Background: an optimization exercise with open tools, aiming at small area and a short achievable clock period. Do not read the settings as production practice.
In this exercise RTL edits were held to simulation tests only and were not proved equivalent to the original.

## tundra
// fp32_adder_tree_8_inputs
module fp32_adder_tree_8_inputs (
    input wire clk,
    input wire rst_n,
    input wire [127:0] dvr_fp32addtree8to1_s0,
    input wire [127:0] dvr_fp32addtree8to1_s1,
    input wire [2:0] cru_fp32addtree8to1,
    output wire [127:0] dr_fp32addtree8to1_d
);
Size in the first run: roughly 5,300 cells after synthesis, ~86 flip-flops, about 0.031 mm^2 of cells after synthesis.
clock: 64.0 ns
lec_check: 0
abc_area: 1
cap_margin: 20
core_margin: 2
core_utilization: 40
slew_margin: 20
standard.sh (not shown) runs the stock make flow with config.mk's settings and CLKGATE_MAP_FILE= SYNTH_SCRIPT=/design/flow/synth_recipe.tcl, a recipe that flattens the netlist after the stock synthesis.
==> flow/flow/run.sh <==
#!/bin/bash
# Layout flow: ORFS, with two changes to its synthesis script and a setup
# margin for timing repair.
#  - synthesis: Yosys's generic synth step runs without its quick ABC pass, so
#    the full adders written in the RTL reach extract_fa as written (no
#    inverters around them); the final ABC mapping uses flow/abc.script.
#  - layout: standard steps; repair_timing aims at SETUP_SLACK_MARGIN; the
#    port buffers are the platform's smallest buffer.
# Each tool's output goes to ORFS's own logs (orfs/logs/...); make's output to flow.log.
set -euo pipefail
HERE=$(pwd)
FL=$HERE/flow
source $FL/params.sh
sed -e 's#^source \$::env(SCRIPTS_DIR)/synth_preamble.tcl#&\nset abc_args [lreplace $abc_args 1 1 '"$FL"'/abc.script]#' \
    -e 's#synth -top \$::env(DESIGN_NAME) -run fine: {\*}\$synth_full_args#& -noabc#' \
    $FLOW_HOME/scripts/synth.tcl > $HERE/my_synth.tcl
grep -q -- '-noabc' $HERE/my_synth.tcl
grep -q 'abc.script\]' $HERE/my_synth.tcl
sed -e "s#source \$::env(SCRIPTS_DIR)/synth.tcl#source $HERE/my_synth.tcl#" synth_recipe.tcl > my_synth_recipe.tcl
grep -q my_synth.tcl my_synth_recipe.tcl
sed -e "s#SYNTH_SCRIPT=[^ ]*#SYNTH_SCRIPT=$HERE/my_synth_recipe.tcl#" standard.sh > my_standard.sh
grep -q my_synth_recipe.tcl my_standard.sh
export SETUP_SLACK_MARGIN=$MARGIN
# every port still gets a buffer, the smallest one
export BUFFER_PORTS_ARGS="${PORTBUF:--buffer_cell sky130_fd_sc_hd__buf_1}"
bash my_standard.sh finish > flow.log 2>&1
==> flow/flow/abc.script <==
strash
dch
map -B 0.9
topo
mfs
strash
dch
map -B 0.9
topo
mfs
strash
dch
map -B 0.9
topo
mfs
strash
dch
map -B 0.9
topo
stime -c
==> flow/flow/params.sh <==
MARGIN=42.5

tundra ran to completion and came out clean on the timing, design-rule and antenna checks.
## Diff of input files: pepper against tundra
--- a/flow/flow/abc.script
+++ b/flow/flow/abc.script
@@ -1,7 +1,2 @@
-strash
-dch
-map -B 0.9
-topo
-mfs
 strash
 dch
==> flow/flow/params.sh <==
MARGIN=43

Results
- pepper | stages: all done | timing, DRC, antenna: all pass
- Highest achievable clock rate, pepper and tundra: higher on pepper
- Share of layout cells above drive strength 1 delta for pepper relative to tundra: 5.7 points higher
- The buffers inserted during post-CTS setup optimization in pepper sits 47 above the value recorded for tundra.
- Against tundra as the reference, pepper delivers a higher complex-gate fraction of the synthesized area.
- Sort pepper and tundra by post-synthesis instance total asc -> top: pepper
- Of pepper and tundra, the higher post-layout minimum cycle time belongs to tundra.
- Stage delay of the slowest cell on the critical path ended up 0.11 ns higher on pepper than on tundra.
- Between tundra and pepper, multiplexer share of the synthesized area increased.
For yarrow, these inputs were changed with respect to pepper:
==> flow/flow/abc.script <==
strash
dch
map -B 0.8
topo
mfs
strash
dch
map -B 0.8
topo
mfs
strash
dch
map -B 0.8
topo
stime -c
==> flow/flow/params.sh <==
MARGIN=42.5

==> run notes <==
- The xor/xnor share of the synthesized area of pepper and that of yarrow are within noise of each other.
- Between yarrow and pepper, the die area does not differ in any meaningful way.
- Re area fraction in compound gates after synthesis: pepper was lower than yarrow.
- Count of placed standard cells in the final layout, fillers left out sits lower in yarrow than in pepper.
- Diff pepper -> yarrow: final-layout worst hold slack went down.
- pepper → yarrow: count of antenna diodes in the layout went down 1, detailed route wirelength on metal2 went up 1.9%, flip-flop and latch count held.
Here is what was changed in the inputs of maple compared with yarrow.
==> flow/flow/abc.script <==
strash
dch
map -B 0.9
topo
mfs
strash
dch
map -B 0.9
topo
mfs
strash
dch
map -B 0.9
topo
stime -c
buffer -c
upsize -c
dnsize -c
==> flow/flow/params.sh <==
MARGIN=41.5

### Flow results
- For maple, the critical path capture point was row_a_q[13], unlike yarrow, where it was row_a_q[26].
- [compare] base=yarrow new=maple: count of non-filler cells in the finished layout fell by 88, buffers plus inverters on the worst setup path rose by 2.
- Shortest period the worst path allows sits higher in maple than in yarrow.
- yarrow -> maple: number of buffers created by CTS delta 0, exact match
- Max number of buffers inserted by post-CTS setup repair across maple and yarrow: yarrow
- [compare] base=yarrow new=maple: cell area fell by 5.3%; total nets after synthesis rose by 250; first-pass GRT wire length fell by about 3.6%; count of state elements after synthesis stayed essentially flat.
- Run comparison: maple highest routed metal layer met5; yarrow highest routed metal layer met4
- maple has completed all stages; timing, DRC and antenna checks passed.
diff inputs: maple => willow
--- a/flow/flow/abc.script
+++ b/flow/flow/abc.script
@@ -14,5 +14,4 @@
 topo
 stime -c
-buffer -c
 upsize -c
 dnsize -c
==> flow/flow/params.sh <==
MARGIN=42.5

### Flow results
Number of instances in the synthesized netlist ended up about 4.7% lower on willow than on maple. Compared with maple, willow shows a final clock period utilization by the worst path that is 1.1 points lower. NOTE: global-route usage in willow exceeds that of maple. Slack of the critical path in willow is 0.73 ns higher than in maple. Area overhead of the layout relative to synthesis: willow > maple. willow vs maple: final area up. The row count of willow falls short of that of maple by 2. Clock period minus worst slack on willow is ahead of maple.

re-timing with driven ports:
The flow's constraints put no driver on any port. The routed layouts listed below were extracted and timed again, unchanged, in two steps. Step 1 assumes that a clkbuf_16 drives the clock port and a buf_2 every other input. Step 2 also shifts input and output timing later by t, the mid clock arrival at the registers, as if the neighbouring blocks saw the same clock. a / b / c = ideal ports / drivers / drivers and shift; a / b = the first two.
run	t (ns)	setup slack, ns	worst setup path after step 2	worst slew at a driven data input, ns
tundra	0.421	42.849 / 42.878 / 42.457	input to register	0.10
pepper	0.407	42.969 / 42.955 / 42.548	input to register	0.15
yarrow	0.421	42.683 / 42.711 / 42.290	input to register	0.08
maple	0.405	42.157 / 42.169 / 41.763	input to register	0.10
willow	0.433	42.886 / 42.911 / 42.477	input to register	0.16
After both steps every run listed still meets setup and hold. For pepper, which loses most, drivers alone change the setup slack by -0.014 ns; drivers and shift together by -0.421 ns.
